Context: an optimization exercise on an open-source flow, tuned for small area and a short achievable clock period. The choices shown serve that exercise and are no tape-out recipe.
Function was checked by simulation only, so behaviour that the tests miss may differ from the original.

## flow/design.v (module list and top-level ports; edited modules follow where they fit)
// module FA: 10 lines
// module conv2d: 3336 lines
module conv2d #(  parameter DATA_WIDTH = 8,  parameter KERNEL_WIDTH = 8,  parameter IMG_WIDTH = 32,  parameter OUT_WIDTH = 21) (
    input  wire                    CLK,
    input  wire                    RST,
    input  wire                    data_valid_in,
    input  wire [DATA_WIDTH-1:0]   data_in,
    input  wire                    load_kernel,
    input  wire [KERNEL_WIDTH-1:0] kernel,
    output wire [OUT_WIDTH-1:0]    data_out,
    output wire                    valid_out,
    output reg                     load_kernel_done);
  // ...
==> flow/flow/run.sh <==
#!/bin/bash
set -euo pipefail
W=$(pwd)
sed '1s/.*/proc synth {args} { yosys synth -nofsm -noshare -noabc {*}$args }/' \
    synth_recipe.tcl > own_synth.tcl
MARGIN=$(cat flow/margin.txt 2>/dev/null || echo 0)
bash standard.sh SYNTH_SCRIPT="$W/own_synth.tcl" SETUP_SLACK_MARGIN="$MARGIN" SKIP_GATE_CLONING=1 finish \
    > own_flow.log 2>&1
==> flow/flow/margin.txt <==
20.7
==> flow/standard.sh <==
#!/bin/bash
# synth_recipe.tcl (not shown) runs the flow's synth.tcl, then flattens the netlist and writes it again
# the make line also repeats each setting of config.mk as NAME=value (left out here)
make -C /OpenROAD-flow-scripts/flow DESIGN_CONFIG=/design/flow/config.mk WORK_HOME=/design/flow/orfs CLKGATE_MAP_FILE= SYNTH_SCRIPT=/design/flow/synth_recipe.tcl "${@:-finish}"
==> flow/config.mk <==
export PLATFORM = sky130hd
export DESIGN_NAME = conv2d
export DESIGN_NICKNAME = conv2d
export VERILOG_FILES = /design/flow/design.v
export SDC_FILE = /design/flow/constraint.sdc
export NUM_CORES = 4
export LEC_CHECK = 0
export CAP_MARGIN = 20
export CORE_MARGIN = 2
export CORE_UTILIZATION = 40
export CTS_BUF_LIST = sky130_fd_sc_hd__clkbuf_8
export CTS_CLUSTER_DIAMETER = 60
export CTS_CLUSTER_SIZE = 20
export SLEW_MARGIN = 20
==> flow/constraint.sdc <==
create_clock -name core_clock -period 35.0 [get_ports {CLK}]
set_input_delay 7.0000 -clock core_clock [delete_from_list [all_inputs] [get_ports {CLK}]]
set_output_delay 7.0000 -clock core_clock [all_outputs]
set_load 0.01 [all_outputs]
==> key figures, run 1 <==
Worst hold path
  – Hold depth: 0
  – Hold Path Class: flop to flop

STA
  – RSZ-0062 raised after global routing: yes
  – Least-Margin Pin Slew: 1.03 ns

Critical path
  – Worst r2r src: pv[25]
  – Worst setup path class: primary input to output port
  – Worst stage delay on the critical path: 0.15 ns
  – Worst Reg-to-Reg Cells: 24

Final layout
  – Layout cells sized above 1: 3.81%
  – Most frequent cells in the layout: nor2_1, fa_1, edfxtp_1, clkbuf_8, ha_1
  – Fraction of cell area in non-clock buffers: 0.757%
  – Dominant kind of cell: multi-input gates

Flow run
  – MaxCap Viol Count: 0

Synth
  – Post-synth EDFFs: 1277
  – Top FF cell, synth: edfxtp_1
  – Post-synthesis mux area share: 0%
  – Count leader, synth: nor2_1
  – Largest family of logic cells by synthesized area: adder cells
  – Post-synthesis cell type count: 42

CTS
  – Clk sink count: 1292
  – CTS Hold Bufs: 0

Status
  – Outcome: complete, no violations

GRT
  – Met2 Use GR: 36.1%
  – GR Util met3: 5.83%

Placement
  – Cells after DPL: 7366
==> run 2: changes to the inputs <==
--- a/flow/config.mk
+++ b/flow/config.mk
@@ -9,3 +9,3 @@
 export CORE_MARGIN = 2
-export CORE_UTILIZATION = 40
+export CORE_UTILIZATION = 65
 export CTS_BUF_LIST = sky130_fd_sc_hd__clkbuf_8
==> run 2 against run 1 <==
First-iteration DRC count grew 2.3%; critical path type unchanged; via count increased by 0.54%; area after synthesis unchanged; setup slack better by 0.0053 ns; register-to-register slack better by 0.04 ns; sequential share of layout area increased by 0.77 points; core utilization is 25 points higher.
==> key figures, run 2 <==
Critical path
  – CP max FO: 2 (unchanged)
  – Flop2flop setup slack: 23.72 ns (was 23.68 ns)
  – CP endpoint kind: output port (unchanged)
  – CP Data Arrival Time: 7.35 ns (was 7.36 ns)
  – Worst Reg-to-Reg Cells: 24 (unchanged)
  – Worst r2r src: kr[187] (was pv[25])
  – CP Launch Type: primary input (unchanged)
  – FF-to-FF End: out_r[17] (unchanged)
  – WP data required: 28.00 ns (about the same)
  – Critical path origin: data_valid_in (unchanged)
  – Worst setup path class: primary input to output port (unchanged)

CTS
  – Root Driver: clkbuf_8 (unchanged)
  – # H-tree levels: 3 (unchanged)
  – Longest Clk Path Bufs: 3 (unchanged)
  – CTS clk-pin slew, worst paths: 0.11 ns (about the same)
  – TritonCTS Buffers: 98 (was 102)
  – Latest clock arrival within the worst-skew pair: 0.89 ns (was 0.97 ns)
  – CTS tree: built (unchanged)
  – CTS Hold Bufs: 0 (unchanged)
  – Clk sink count: 1292 (unchanged)

GRT
  – GRT overflow: 0 (unchanged)
  – First-pass GRT wire length: 329000 um (was 345000 um)
  – Maximum number of pins on one net before global-route repair: 207 (was 163)
  – Number of global-route vias before repair: 44400 (was 44500)
  – Antenna violations before repair: 11 (was 12)
  – Tot GR Track Use: 38.8% (was 24.6%)

STA
  – Period Utilization, post-route: 41.0% (about the same)
  – Final Setup Violations: 0 (unchanged)
  – Relative slew slack: 22.9% (was 31.1%)
  – Max Freq: 69.7 MHz (was 69.6 MHz)
  – RSZ-0062 raised after global routing: yes (unchanged)
  – Min setup slack post-route: 20.65 ns (was 20.64 ns)
  – Final Hold Vio Count: 0 (unchanged)
  – Least-Margin Pin Slew: 1.16 ns (was 1.03 ns)
  – Crit path time final: 14.35 ns (was 14.36 ns)
  – Setup TNS: 0 ns (unchanged)
  – Worst Clk Skew: 0.0522 ns (was 0.0594 ns)
  – Hold Worst Slack: 0.401 ns (was 0.400 ns)
  – Pins Over Slew Limit: 0 (unchanged)

Worst hold path
  – Hold depth: 0 (unchanged)
  – Hold Path Class: flop to flop (unchanged)
  – Min-delay src: pv[850] (was pv[557])
  – Hold Path Sink: pv[858] (was pv[565])

Synth
  – Largest cells by area after synthesis: edfxtp_1, fa_1, nor2_1 (unchanged)
  – Syn nets: 6708 (unchanged)
  – Ys Warns: 1 (unchanged)
  – Post-synthesis cell type count: 42 (unchanged)
  – Syn_area_per_cell: 15.6 um2 (unchanged)
  – Top cells by count, synth: nor2_1, fa_1, edfxtp_1 (unchanged)
  – Count leader, synth: nor2_1 (unchanged)
  – Synth Register Bits: 1292 (unchanged)
  – Synthesized instance count: 5063 (unchanged)
  – Area share of the largest cell type after synthesis: 48.4% (unchanged)
  – Leading area contributor after synthesis: edfxtp_1 (unchanged)
  – Seq/Total Area, Yosys: 48.9% (unchanged)
  – Ys async rst share: 1.16% (unchanged)
  – Mapped Area: 79200 um2 (unchanged)
  – Post-synth EDFFs: 1277 (unchanged)
  – Top FF cell, synth: edfxtp_1 (unchanged)

Final layout
  – Final Cell Area: 82500 um2 (was 83900 um2)
  – Nets@finish: 6472 (was 6479)
  – Largest Register: pv (unchanged)
  – Max reg flops: 1056 (unchanged)
  – Layout cells sized above 1: 3.52% (was 3.81%)
  – FILL cells: 8197 (was 17600)
  – Commonest non-fill, non-tap cell in the layout: nor2_1 (unchanged)
  – Largest registers: pv (1056), kr (200), out_r (21) (unchanged)
  – Area growth syn-to-layout: 4.12% (was 5.86%)
  – Most frequent cells in the layout: nor2_1, fa_1, edfxtp_1, clkbuf_8, ha_1 (unchanged)

Route
  – Drt drc: 0 (unchanged)
  – Vias: 42300 (was 42100)
  – DR vias/cell: 6.49 (was 5.57)
  – DR iter-0 viols: 6125 (was 5990)
  – Antenna Violating Nets Remaining: 0 (unchanged)
  – WL per Instance: 35.7 um (was 32.6 um)
  – DRT Pass-1 Iters: 8 (was 6)
  – Routed wire length: 232000 um (was 246000 um)

Placement
  – PortBufs: 42 (unchanged)
  – Pre-CTS setup slack: 19.75 ns (was 19.49 ns)
  – Cell Area, Placed: 80300 um2 (was 81600 um2)
  – DP HPWL: 183000 um (was 193000 um)
  – GP Congestion: 1.06 (about the same)

Floorplanning
  – FP Rows: 128 (was 163)
  – Die Width: 353 um (was 449 um)
  – Die area: 125000 um2 (was 202000 um2)
  – Starting Density: 65.2% (was 40.2%)
  – Core Box Area: 121000 um2 (was 197000 um2)
  – Top Ports: 43 (unchanged)
  – Die height: 353 um (was 449 um)

Flow run
  – MaxCap Viol Count: 0 (unchanged)

Status
  – Outcome: complete, no violations (unchanged)
run 2: cell counts after synthesis:
Identical to the previous run, type by type.
run 2: logic make-up (layout without fill, tap and decap cells):
kind of cell / count (synthesis) / after routing / share of synthesized area (%)
AOI/OAI and AO/OA: 50 / 50 / 0.460
xor gates and xnor gates: 29 / 29 / 0.321
adders and majority gates: 1625 / 1625 / 40.5
buffers and inverters: 417 / 240 / 1.98
DFF: 1292 / 1292 / 48.9
other: 0 / 4 / 0
and+or+nand+nor: 1650 / 1650 / 7.90
run 2: cell type report:
class	count	area [um2]	area share (%)
Sequential cell	1292	38700	47.0
Inverter	23	86.3	0.105
Clock buffer	100	1380	1.67
Clock inverter	59	682	0.827
Tap cell	1625	2030	2.47
Timing Repair Buffer	58	633	0.768
Antenna cell	4	10.0	0.0121
Multi-Input combinational cell	3354	38900	47.2
run 2: timing repair:
| item | 4_1_cts | 5_1_grt |
|---|---|---|
| setup endpoints to repair | 1 | 1 |
| buffers inserted | 4 | 0 |
| pin swaps | 1 | 0 |
| gates cloned | 0 | 0 |
| gates resized for setup | 6 | 3 |
run 2: worst max path at each step:
| stage | end | slack (ns) | depth (start not counted) |
|---|---|---|---|
| after floorplan | valid_out | 20.84 | 1 |
| after CTS | valid_out | 20.64 | 3 |
| after detailed placement | valid_out | 19.75 | 3 |
| after global placement | valid_out | 19.77 | 3 |
| after global routing | valid_out | 20.64 | 3 |
| final | valid_out | 20.65 | 3 |
run 2: stage by stage:
stage	util, %	instances
2_1_floorplan	-	5063
3_3_place_gp	66.2	6348
3_5_place_dp	66.2	6348
4_1_cts	67.9	6511
5_1_grt	67.9	6512
6_report	67.9	6515
run 2: worst max-delay path, stage by stage:
cell    delay, ns
buf_16       0.11
and2_4       0.13
buf_6        0.11
run 2: layer usage:
layer  GRT usage [%]  part of all wire, %  vias to the layer above  wire length (um)
li1                -                    -                    15900                 -
met1            54.9                   36                    22700             84200
met2            52.5                   42                     3109             97300
met3            13.9                   14                      655             32900
met4            23.4                  7.7                        8             18000
met5               0                0.022                        -                52

-- re-timing with driven ports --
How much do the figures lean on ideal ports? The routed layouts below were timed once more, with nothing changed but the port constraints.
Step 1, drivers: a clkbuf_16 drives CLK and a buf_2 each remaining input, both assumed.
Step 2, shift: input delay + t, output delay - t, t = (earliest + latest rising clock arrival at the registers) / 2. This alone moves slack from input paths to output paths.
Slacks: ideal / step 1 / step 2; pairs: ideal / step 1.
| run | t (ns) | setup slack, ns | cell pins on the clock port's net |
|---|---|---|---|
| run 1 | 1.018 | 20.641 / 20.572 / 20.572 | 1 |
| run 2 | 0.939 | 20.647 / 20.588 / 20.588 | 1 |
After both steps setup and hold are still met in every run listed. The setup slack of run 1, which loses most, moves by -0.069 ns with the drivers and by -0.069 ns with both steps.
